Background: an optimization exercise with open tools, aiming at small area and a short achievable clock period. Do not read the settings as production practice.
The RTL was checked by simulation tests, not by an equivalence proof against the original design.
No activity file was given, so power comes from the tool's default toggle rates.

==> run X: inputs <==
==> flow/design.v <==
`timescale 1ns / 1ps
module add32(input wire [31:0] a, input wire [31:0] b, output wire [31:0] s);
assign s = a + b;
endmodule
module pfx_node(input wire gi, pi, gj, pj, output wire g, p);
assign g = gi | (pi & gj);
assign p = pi & pj;
endmodule
module pfx_g(input wire gi, pi, gj, output wire g);
assign g = gi | (pi & gj);
endmodule
module pfx_pg(input wire an, b, output wire g, p);
assign g = ~an & b;
assign p = ~an ^ b;
endmodule
module add32n(input wire [31:0] an, input wire [31:0] b, output wire [31:0] s);
wire [31:0] g [0:5];
wire [31:0] p [0:5];
genvar l, i;
generate
	for (i = 0; i < 32; i = i + 1) begin : pg
		pfx_pg n(.an(an[i]), .b(b[i]), .g(g[0][i]), .p(p[0][i]));
	end
	for (l = 0; l < 5; l = l + 1) begin : lv
		for (i = 0; i < 32; i = i + 1) begin : bt
			if (i < (1 << l)) begin : pass
				assign g[l+1][i] = g[l][i];
				assign p[l+1][i] = p[l][i];
			end else if (i < (2 << l)) begin : last
				pfx_g n(.gi(g[l][i]), .pi(p[l][i]), .gj(g[l][i-(1<<l)]), .g(g[l+1][i]));
				assign p[l+1][i] = 1'b0;
			end else begin : full
				pfx_node n(.gi(g[l][i]), .pi(p[l][i]), .gj(g[l][i-(1<<l)]), .pj(p[l][i-(1<<l)]),
				           .g(g[l+1][i]), .p(p[l+1][i]));
			end
		end
	end
endgenerate
assign s = p[0] ^ {g[5][30:0], 1'b0};
endmodule
module alu_addsub(input wire [31:0] a, input wire [31:0] b, input wire sub,
                  output wire [32:0] sum);
assign sum = {1'b0, a} + {1'b0, b ^ {32{sub}}} + {32'b0, sub};
endmodule
module alu_shift(input wire [31:0] in1, input wire [31:0] rv2, input wire [31:0] instr,
                 output wire [31:0] out);
wire [2:0] f3 = instr[14:12];
wire reg_op = instr[5];
wire left = ~f3[2];
wire big = reg_op & (|rv2[31:5]);
wire [4:0] sh = reg_op ? rv2[4:0] : instr[24:20];
wire fill = f3[2] & instr[30] & in1[31];
wire [31:0] src;
wire [31:0] shr;
wire [31:0] shl;
genvar i;
generate
	for (i = 0; i < 32; i = i + 1) begin : g_rev
		assign src[i] = left ? in1[31-i] : in1[i];
		assign shl[i] = shr[31-i];
	end
endgenerate
wire [63:0] ext = {{32{fill}}, src};
wire [63:0] shifted = ext >> sh;
assign shr = big ? {32{fill}} : shifted[31:0];
assign out = left ? shl : shr;
endmodule
module ALU(input wire [31:0] in1_n, input wire [31:0] rv2_n, input wire [31:0] imm,
           input wire [31:0] instr, output reg [31:0] out, output wire br_taken);
wire [31:0] in1 = ~in1_n;
wire [31:0] rv2 = ~rv2_n;
wire [2:0] f3 = instr[14:12];
wire reg_op = instr[5];                  
wire [31:0] op2 = reg_op ? rv2 : imm;
wire sub = ~(f3 == 3'b000 && !instr[6] && !(reg_op && instr[30]));
wire [32:0] sum;
alu_addsub as(.a(in1), .b(op2), .sub(sub), .sum(sum));
wire ltu = ~sum[32];
wire lts = (in1[31] ^ op2[31]) ? in1[31] : ltu;
wire eq = (sum[31:0] == 32'b0);
reg cond;
always @(*) begin
	case (f3[2:1])
		2'b00: cond = eq;
		2'b10: cond = lts;
		default: cond = ltu;
	endcase
end
assign br_taken = cond ^ f3[0];
wire [31:0] shres;
alu_shift shf(.in1(in1), .rv2(rv2), .instr(instr), .out(shres));
always @(*) begin
	case (f3)
		3'b000: out = sum[31:0];
		3'b001: out = shres;
		3'b010: out = {31'b0, lts};
		3'b011: out = {31'b0, ltu};
		3'b100: out = in1 ^ op2;
		3'b101: out = shres;
		3'b110: out = in1 | op2;
		default: out = in1 & op2;
	endcase
end
endmodule
`timescale 1ns / 1ps
module decoder(input wire [31:0] instr,
               output wire is_lui, is_auipc, is_jal, is_jalr, is_br, is_load, is_store,
               output wire is_wr);
wire [6:0] opc = instr[6:0];
wire [2:0] f3 = instr[14:12];
wire [6:0] f7 = instr[31:25];
assign is_lui   = opc == 7'b0110111;
assign is_auipc = opc == 7'b0010111;
assign is_jal   = opc == 7'b1101111;
assign is_jalr  = opc == 7'b1100111 && f3 == 3'b000;
assign is_br    = opc == 7'b1100011 && f3[2:1] != 2'b01;
assign is_load  = opc == 7'b0000011 && f3 != 3'b011 && f3[2:1] != 2'b11;
assign is_store = opc == 7'b0100011 && (f3 == 3'b000 || f3 == 3'b001 || f3 == 3'b010);
wire is_opimm   = opc == 7'b0010011 && (f3 != 3'b101 || f7 == 7'b0000000 || f7 == 7'b0100000);
wire is_op      = opc == 7'b0110011 && (f7 == 7'b0000000 || (f7 == 7'b0100000 && (f3 == 3'b000 || f3 == 3'b101)));
assign is_wr    = is_lui | is_auipc | is_jal | is_jalr | is_load | is_opimm | is_op;
endmodule
`timescale 1ns / 1ps
module rf_aoi3(input wire [2:0] s, input wire [2:0] d, output wire qn);
assign qn = ~|(s & d);
endmodule
module rf_nand2(input wire s, input wire d, output wire qn);
assign qn = ~(s & d);
endmodule
module rf_rdbit(input wire [31:1] sel, input wire [31:1] d, output wire qn);
wire [10:0] t;
genvar j;
generate
	for (j = 0; j < 10; j = j + 1) begin : g3
		rf_aoi3 a(.s(sel[3*j+1 +: 3]), .d(d[3*j+1 +: 3]), .qn(t[j]));
	end
endgenerate
rf_nand2 a10(.s(sel[31]), .d(d[31]), .qn(t[10]));
assign qn = &t;
endmodule
module rf_file(input clk, input wire [4:0] rs1, input wire [4:0] rs2, input wire [4:0] rd,
               input we, input wire [31:0] indata, output wire [31:0] x31, rv1_n, rv2_n);
reg [32*32-1:32] rf;    
wire [31:1] sel1, sel2;
genvar i, b;
generate
	for (i = 1; i < 32; i = i + 1) begin : g_dec
		assign sel1[i] = (rs1 == i);
		assign sel2[i] = (rs2 == i);
	end
	for (i = 1; i < 32; i = i + 1) begin : g_wr
		always @(posedge clk)
			if (we && rd == i)
				rf[32*i +: 32] <= indata;
	end
	for (b = 0; b < 32; b = b + 1) begin : g_rd
		wire [31:1] col;
		for (i = 1; i < 32; i = i + 1) begin : g_col
			assign col[i] = rf[32*i + b];
		end
		rf_rdbit u1(.sel(sel1), .d(col), .qn(rv1_n[b]));
		rf_rdbit u2(.sel(sel2), .d(col), .qn(rv2_n[b]));
	end
endgenerate
assign x31 = rf[32*31 +: 32];
endmodule
`timescale 1ns / 1ps
module CPU(
    input clk,
    input reset,
    output reg [31:0] iaddr,
    input [31:0] idata,
    output [31:0] daddr,
    input [31:0] drdata,
    output [31:0] dwdata,
    output [3:0] we,
    output [31:0] x31,
    output [31:0] pc
);
wire is_lui, is_auipc, is_jal, is_jalr, is_br, is_load, is_store, is_wr;
wire [31:0] rv1_n, rv2_n, alu_out;
wire br_taken;
wire [6:0] opc = idata[6:0];
wire [2:0] f3 = idata[14:12];
decoder d1(.instr(idata), .is_lui(is_lui), .is_auipc(is_auipc), .is_jal(is_jal), .is_jalr(is_jalr),
           .is_br(is_br), .is_load(is_load), .is_store(is_store), .is_wr(is_wr));
wire [31:0] imm_i = {{20{idata[31]}}, idata[31:20]};
wire [31:0] imm_s = {{20{idata[31]}}, idata[31:25], idata[11:7]};
wire [31:0] imm_b = {{20{idata[31]}}, idata[7], idata[30:25], idata[11:8], 1'b0};
wire [31:0] imm_j = {{12{idata[31]}}, idata[19:12], idata[20], idata[30:21], 1'b0};
wire [31:0] imm_u = {idata[31:12], 12'b0};
wire [31:0] imm_ls = (opc[5] & ~opc[2]) ? imm_s : imm_i;
wire [31:0] imm_alu = (f3 == 3'b000 || f3 == 3'b010) ? imm_i : {20'b0, idata[31:20]};
wire [31:0] imm_pc = ~opc[2] ? imm_b : (opc[3] ? imm_j : imm_u);
reg [31:0] rf_win;
rf_file rf1(.x31(x31), .clk(clk), .rs1(idata[19:15]), .rs2(idata[24:20]), .rd(idata[11:7]),
            .we(is_wr), .indata(rf_win), .rv1_n(rv1_n), .rv2_n(rv2_n));
wire [31:0] rv2 = ~rv2_n;
ALU a1(.in1_n(rv1_n), .rv2_n(rv2_n), .imm(imm_alu), .instr(idata), .out(alu_out), .br_taken(br_taken));
assign pc = iaddr;
add32n u_dadd(.an(rv1_n), .b(imm_ls), .s(daddr));
assign we = !is_store ? 4'b0000 :
            f3[1] ? 4'b1111 :
            f3[0] ? (daddr[1] ? 4'b1100 : 4'b0011) :
            (4'b0001 << daddr[1:0]);
assign dwdata[7:0]   = rv2[7:0];
assign dwdata[15:8]  = (f3[1:0] == 2'b00) ? rv2[7:0] : rv2[15:8];
assign dwdata[23:16] = f3[1] ? rv2[23:16] : rv2[7:0];
assign dwdata[31:24] = f3[1] ? rv2[31:24] : (f3[0] ? rv2[15:8] : rv2[7:0]);
wire [31:0] pcrel;
add32 u_padd(.a(iaddr), .b(imm_pc), .s(pcrel));
wire [31:0] pc4 = iaddr + 32'd4;
wire [15:0] ldh = daddr[1] ? drdata[31:16] : drdata[15:0];
wire [7:0]  ldb = daddr[0] ? ldh[15:8] : ldh[7:0];
wire [31:0] ld  = f3[1] ? drdata :
                  f3[0] ? {{16{~f3[2] & ldh[15]}}, ldh} :
                          {{24{~f3[2] & ldb[7]}}, ldb};
always @(*) begin
	if (is_load) rf_win = ld;
	else if (is_lui) rf_win = imm_u;
	else if (is_auipc) rf_win = pcrel;
	else if (is_jal | is_jalr) rf_win = pc4;
	else rf_win = alu_out;
end
always @(posedge clk) begin
	if (reset) iaddr <= 32'b0;
	else if (is_jalr) iaddr <= daddr;
	else if (is_jal || (is_br && br_taken)) iaddr <= pcrel;
	else iaddr <= pc4;
end
endmodule
==> flow/run.sh <==
#!/bin/bash
# synth_recipe.tcl (not shown) runs the flow's synth.tcl, then flattens the netlist and writes it again
# the make line also repeats each setting of config.mk as NAME=value (left out here)
make -C /OpenROAD-flow-scripts/flow DESIGN_CONFIG=/design/flow/config.mk WORK_HOME=/design/flow/orfs CLKGATE_MAP_FILE= SYNTH_SCRIPT=/design/flow/synth_recipe.tcl finish
==> flow/config.mk <==
export PLATFORM = sky130hd
export DESIGN_NAME = CPU
export DESIGN_NICKNAME = CPU
export VERILOG_FILES = /design/flow/design.v
export SDC_FILE = /design/flow/constraint.sdc
export NUM_CORES = 4
export LEC_CHECK = 0
export CAP_MARGIN = 20
export CORE_MARGIN = 2
export CORE_UTILIZATION = 45
export SETUP_SLACK_MARGIN = 4
export SLEW_MARGIN = 20
export SYNTH_HIERARCHICAL = 1
export TNS_END_PERCENT = 5
==> flow/constraint.sdc <==
create_clock -name core_clock -period 14.0 [get_ports {clk}]
set_input_delay 2.8000 -clock core_clock [delete_from_list [all_inputs] [get_ports {clk}]]
set_output_delay 2.8000 -clock core_clock [all_outputs]
set_load 0.01 [all_outputs]
==> run Z: changes against run X <==
==> flow/design.v, changed modules only <==
module pfx_g0(input wire an, b, output wire g);
assign g = ~an & b;
endmodule
module pfx_p0(input wire an, b, output wire p);
assign p = ~(an ^ b);
endmodule
module add32n(input wire [31:0] an, input wire [31:0] b, output wire [31:0] s);
wire [31:0] g [0:5];
wire [31:0] p [0:5];
genvar l, i;
generate
	for (i = 0; i < 32; i = i + 1) begin : pg
		pfx_g0 ng(.an(an[i]), .b(b[i]), .g(g[0][i]));
		pfx_p0 np(.an(an[i]), .b(b[i]), .p(p[0][i]));
	end
	for (l = 0; l < 5; l = l + 1) begin : lv
		for (i = 0; i < 32; i = i + 1) begin : bt
			if (i < (1 << l)) begin : pass
				assign g[l+1][i] = g[l][i];
				assign p[l+1][i] = p[l][i];
			end else if (i < (2 << l)) begin : last
				pfx_g n(.gi(g[l][i]), .pi(p[l][i]), .gj(g[l][i-(1<<l)]), .g(g[l+1][i]));
				assign p[l+1][i] = 1'b0;
			end else begin : full
				pfx_node n(.gi(g[l][i]), .pi(p[l][i]), .gj(g[l][i-(1<<l)]), .pj(p[l][i-(1<<l)]),
				           .g(g[l+1][i]), .p(p[l+1][i]));
			end
		end
	end
endgenerate
assign s = p[0] ^ {g[5][30:0], 1'b0};
endmodule
module alu_addsub(input wire [31:0] an, input wire [31:0] b, input wire sub,
                  output wire [32:0] sum);
wire [31:0] bx = b ^ {32{sub}};
wire [31:0] g [0:5];
wire [31:0] p [0:5];
wire [31:0] p0;
wire g00;
genvar l, i;
generate
	for (i = 0; i < 32; i = i + 1) begin : pg
		if (i == 0) begin : b0
			pfx_g0 ng(.an(an[0]), .b(bx[0]), .g(g00));
		end else begin : bn
			pfx_g0 ng(.an(an[i]), .b(bx[i]), .g(g[0][i]));
		end
		pfx_p0 np(.an(an[i]), .b(bx[i]), .p(p0[i]));
	end
endgenerate
pfx_g ncin(.gi(g00), .pi(p0[0]), .gj(sub), .g(g[0][0]));
assign p[0] = p0;
generate
	for (l = 0; l < 5; l = l + 1) begin : lv
		for (i = 0; i < 32; i = i + 1) begin : bt
			if (i < (1 << l)) begin : pass
				assign g[l+1][i] = g[l][i];
				assign p[l+1][i] = p[l][i];
			end else if (i < (2 << l)) begin : last
				pfx_g n(.gi(g[l][i]), .pi(p[l][i]), .gj(g[l][i-(1<<l)]), .g(g[l+1][i]));
				assign p[l+1][i] = 1'b0;
			end else begin : full
				pfx_node n(.gi(g[l][i]), .pi(p[l][i]), .gj(g[l][i-(1<<l)]), .pj(p[l][i-(1<<l)]),
				           .g(g[l+1][i]), .p(p[l+1][i]));
			end
		end
	end
endgenerate
assign sum = {g[5][31], p0 ^ {g[5][30:0], sub}};
endmodule
module ALU(input wire [31:0] in1_n, input wire [31:0] rv2_n, input wire [31:0] imm,
           input wire [31:0] instr, output reg [31:0] out, output wire br_taken);
wire [31:0] in1 = ~in1_n;
wire [31:0] rv2 = ~rv2_n;
wire [2:0] f3 = instr[14:12];
wire reg_op = instr[5];                  
wire [31:0] op2 = reg_op ? rv2 : imm;
wire sub = ~(f3 == 3'b000 && !instr[6] && !(reg_op && instr[30]));
wire [32:0] sum;
alu_addsub as(.an(in1_n), .b(op2), .sub(sub), .sum(sum));
wire ltu = ~sum[32];
wire lts = (in1[31] ^ op2[31]) ? in1[31] : ltu;
wire eq = (in1 == op2);
reg cond;
always @(*) begin
	case (f3[2:1])
		2'b00: cond = eq;
		2'b10: cond = lts;
		default: cond = ltu;
	endcase
end
assign br_taken = cond ^ f3[0];
wire [31:0] shres;
alu_shift shf(.in1(in1), .rv2(rv2), .instr(instr), .out(shres));
always @(*) begin
	case (f3)
		3'b000: out = sum[31:0];
		3'b001: out = shres;
		3'b010: out = {31'b0, lts};
		3'b011: out = {31'b0, ltu};
		3'b100: out = in1 ^ op2;
		3'b101: out = shres;
		3'b110: out = in1 | op2;
		default: out = in1 & op2;
	endcase
end
endmodule
// module pfx_pg removed
==> flow/flow/run.sh (new file) <==
#!/bin/bash
# The standard layout, except that the input and output port buffers are
# buf_4 cells instead of the delay buffers buffer_ports picks by default.
set -euo pipefail
cd "$(dirname "$0")/.."
bash standard.sh "BUFFER_PORTS_ARGS=-buffer_cell sky130_fd_sc_hd__buf_4" finish > standard_flow.log 2>&1
==> flow/standard.sh (new file) <==
#!/bin/bash
# synth_recipe.tcl (not shown) runs the flow's synth.tcl, then flattens the netlist and writes it again
# the make line also repeats each setting of config.mk as NAME=value (left out here)
make -C /OpenROAD-flow-scripts/flow DESIGN_CONFIG=/design/flow/config.mk WORK_HOME=/design/flow/orfs CLKGATE_MAP_FILE= SYNTH_SCRIPT=/design/flow/synth_recipe.tcl "${@:-finish}"
--- a/flow/config.mk
+++ b/flow/config.mk
@@ -7,7 +7,9 @@
 export LEC_CHECK = 0
 export CAP_MARGIN = 20
 export CORE_MARGIN = 2
-export CORE_UTILIZATION = 45
+export CORE_UTILIZATION = 55
+export CTS_CLUSTER_DIAMETER = 60
+export CTS_CLUSTER_SIZE = 30
 export SETUP_SLACK_MARGIN = 4
 export SLEW_MARGIN = 20
 export SYNTH_HIERARCHICAL = 1
removed: flow/run.sh
==> run A: changes against run X <==
==> flow/design.v, changed modules only <==
module pfx_g0(input wire an, b, output wire g);
assign g = ~an & b;
endmodule
module pfx_p0(input wire an, b, output wire p);
assign p = ~(an ^ b);
endmodule
module add32n(input wire [31:0] an, input wire [31:0] b, output wire [31:0] s);
wire [31:0] g [0:5];
wire [31:0] p [0:5];
genvar l, i;
generate
	for (i = 0; i < 32; i = i + 1) begin : pg
		pfx_g0 ng(.an(an[i]), .b(b[i]), .g(g[0][i]));
		pfx_p0 np(.an(an[i]), .b(b[i]), .p(p[0][i]));
	end
	for (l = 0; l < 5; l = l + 1) begin : lv
		for (i = 0; i < 32; i = i + 1) begin : bt
			if (i < (1 << l)) begin : pass
				assign g[l+1][i] = g[l][i];
				assign p[l+1][i] = p[l][i];
			end else if (i < (2 << l)) begin : last
				pfx_g n(.gi(g[l][i]), .pi(p[l][i]), .gj(g[l][i-(1<<l)]), .g(g[l+1][i]));
				assign p[l+1][i] = 1'b0;
			end else begin : full
				pfx_node n(.gi(g[l][i]), .pi(p[l][i]), .gj(g[l][i-(1<<l)]), .pj(p[l][i-(1<<l)]),
				           .g(g[l+1][i]), .p(p[l+1][i]));
			end
		end
	end
endgenerate
assign s = p[0] ^ {g[5][30:0], 1'b0};
endmodule
module alu_addsub(input wire [31:0] an, input wire [31:0] b, input wire sub,
                  output wire [32:0] sum);
wire [31:0] bx = b ^ {32{sub}};
wire [31:0] g [0:5];
wire [31:0] p [0:5];
wire [31:0] p0;
wire g00;
genvar l, i;
generate
	for (i = 0; i < 32; i = i + 1) begin : pg
		if (i == 0) begin : b0
			pfx_g0 ng(.an(an[0]), .b(bx[0]), .g(g00));
		end else begin : bn
			pfx_g0 ng(.an(an[i]), .b(bx[i]), .g(g[0][i]));
		end
		pfx_p0 np(.an(an[i]), .b(bx[i]), .p(p0[i]));
	end
endgenerate
pfx_g ncin(.gi(g00), .pi(p0[0]), .gj(sub), .g(g[0][0]));
assign p[0] = p0;
generate
	for (l = 0; l < 5; l = l + 1) begin : lv
		for (i = 0; i < 32; i = i + 1) begin : bt
			if (i < (1 << l)) begin : pass
				assign g[l+1][i] = g[l][i];
				assign p[l+1][i] = p[l][i];
			end else if (i < (2 << l)) begin : last
				pfx_g n(.gi(g[l][i]), .pi(p[l][i]), .gj(g[l][i-(1<<l)]), .g(g[l+1][i]));
				assign p[l+1][i] = 1'b0;
			end else begin : full
				pfx_node n(.gi(g[l][i]), .pi(p[l][i]), .gj(g[l][i-(1<<l)]), .pj(p[l][i-(1<<l)]),
				           .g(g[l+1][i]), .p(p[l+1][i]));
			end
		end
	end
endgenerate
assign sum = {g[5][31], p0 ^ {g[5][30:0], sub}};
endmodule
module ALU(input wire [31:0] in1_n, input wire [31:0] rv2_n, input wire [31:0] imm,
           input wire [31:0] instr, output reg [31:0] out, output wire br_taken);
wire [31:0] in1 = ~in1_n;
wire [31:0] rv2 = ~rv2_n;
wire [2:0] f3 = instr[14:12];
wire reg_op = instr[5];                  
wire [31:0] op2 = reg_op ? rv2 : imm;
wire sub = ~(f3 == 3'b000 && !instr[6] && !(reg_op && instr[30]));
wire [32:0] sum;
alu_addsub as(.an(in1_n), .b(op2), .sub(sub), .sum(sum));
wire ltu = ~sum[32];
wire lts = (in1[31] ^ op2[31]) ? in1[31] : ltu;
wire eq = (in1 == op2);
reg cond;
always @(*) begin
	case (f3[2:1])
		2'b00: cond = eq;
		2'b10: cond = lts;
		default: cond = ltu;
	endcase
end
assign br_taken = cond ^ f3[0];
wire [31:0] shres;
alu_shift shf(.in1(in1), .rv2(rv2), .instr(instr), .out(shres));
always @(*) begin
	case (f3)
		3'b000: out = sum[31:0];
		3'b001: out = shres;
		3'b010: out = {31'b0, lts};
		3'b011: out = {31'b0, ltu};
		3'b100: out = in1 ^ op2;
		3'b101: out = shres;
		3'b110: out = in1 | op2;
		default: out = in1 & op2;
	endcase
end
endmodule
// module pfx_pg removed
==> flow/flow/run.sh (new file) <==
#!/bin/bash
# The standard layout, except that the input and output port buffers are
# buf_4 cells instead of the delay buffers buffer_ports picks by default.
set -euo pipefail
cd "$(dirname "$0")/.."
bash standard.sh "BUFFER_PORTS_ARGS=-buffer_cell sky130_fd_sc_hd__buf_4" finish > standard_flow.log 2>&1
==> flow/standard.sh (new file) <==
#!/bin/bash
# synth_recipe.tcl (not shown) runs the flow's synth.tcl, then flattens the netlist and writes it again
# the make line also repeats each setting of config.mk as NAME=value (left out here)
make -C /OpenROAD-flow-scripts/flow DESIGN_CONFIG=/design/flow/config.mk WORK_HOME=/design/flow/orfs CLKGATE_MAP_FILE= SYNTH_SCRIPT=/design/flow/synth_recipe.tcl "${@:-finish}"
--- a/flow/config.mk
+++ b/flow/config.mk
@@ -8,7 +8,9 @@
 export CAP_MARGIN = 20
 export CORE_MARGIN = 2
 export CORE_UTILIZATION = 45
-export SETUP_SLACK_MARGIN = 4
+export CTS_CLUSTER_DIAMETER = 60
+export CTS_CLUSTER_SIZE = 30
+export SETUP_SLACK_MARGIN = 5
 export SLEW_MARGIN = 20
 export SYNTH_HIERARCHICAL = 1
-export TNS_END_PERCENT = 5
+export TNS_END_PERCENT = 10
removed: flow/run.sh
==> summary of the runs <==
Run A went through all stages and came out clean. Run Z went through all stages and came out clean. Run X completed, yet does not pass: capacitance limit, slew limit.
Register-to-register slack: run Z < run X < run A.
Worst hold slack: run Z is better than run X (31 ps).
Of run X and run Z, run Z has the higher sequential share of layout area (gap 1.3 points).
Non-clock buffer count: run Z < run X < run A.
Die area, lowest first: run Z, run X, run A.
Power: run Z < run X < run A.
The lowest fmax belongs to run Z, the highest to run A.
Core utilization: run Z > run A > run X.
Critical path depth, lowest first: run A, run X, run Z.
==> figures <==
Post-Synthesis Net Count: run X 4843; run A 4857; run Z 4857
Total power consumption of the routed design: run X 8510 µW; run A 8680 µW; run Z 8200 µW
Vert. Die Dim: run X 358 µm; run A 360 µm; run Z 326 µm
Sequential share of cell area: run X 45.6%; run A 43.9%; run Z 46.9%
Placer congestion estimate: run X 1.05; run A 1.02; run Z 1.08
Number of buffer and inverter stages on the critical path: run X 6; run A 5; run Z 4
Result of the run: run X finished with violations; run A timing/DRC/antenna clean; run Z timing/DRC/antenna clean
Reasons for failing layout checks: run X capacitance limit, slew limit; run A -; run Z -
Iteration-0 DRC Markers: run X 11600; run A 12300; run Z 13500
Syn Std Cell Area: run X 0.0562 mm²; run A 0.0571 mm²; run Z 0.0571 mm²
Levels on crit path: run X 18; run A 17; run Z 21
Cell count after placement: run X 6449; run A 6527; run Z 6261
Power in sequential cells: run X 3520 µW; run A 3500 µW; run Z 3500 µW
Post-CTS resize count: run X 179; run A 258; run Z 17
# diodes: run X 10; run A 2; run Z 2
Kind of critical path: run X primary input to output port; run A primary input to output port; run Z primary input to flip-flop
Footprint of the multi-input gates: run X 0.0257 mm²; run A 0.0273 mm²; run Z 0.0260 mm²
Number of synthesis warnings: run X 10; run A 11; run Z 11
Worst VDD drop: run X 103 µV; run A 127 µV; run Z 116 µV
Placed Instance Area: run X 0.0618 mm²; run A 0.0620 mm²; run Z 0.0616 mm²

## what the ideal ports hide
In the flow no input, the clock included, has a driving cell. The finished layouts below were timed again as built, in two steps.
Step 1 (the two cells are an assumption about what drives the block):
set clk [get_ports {clk}]
set_driving_cell -lib_cell sky130_fd_sc_hd__clkbuf_16 $clk
set_driving_cell -lib_cell sky130_fd_sc_hd__buf_2 [delete_from_list [all_inputs] $clk]
Step 2, shift: input delay + t, output delay - t, t = (earliest + latest rising clock arrival at the registers) / 2. This alone moves slack from input paths to output paths.
Slacks: no drivers / after step 1 / after step 2; pairs: no drivers / after step 1.
run | shift t [ns] | setup slack, ns | worst hold slack (ns) | cell pins on the clock port's net
run X | 0.800 | 3.733 / 3.685 / 3.207 | 0.728 / 0.728 / 0.728 | 1
run Z | 0.783 | 3.660 / 3.705 / 2.941 | 0.759 / 0.759 / 0.759 | 1
run A | 0.799 | 4.395 / 4.218 / 3.655 | 0.766 / 0.766 / 0.766 | 1
For run A, which loses most, drivers alone change the setup slack by -0.177 ns; drivers and shift together by -0.740 ns.
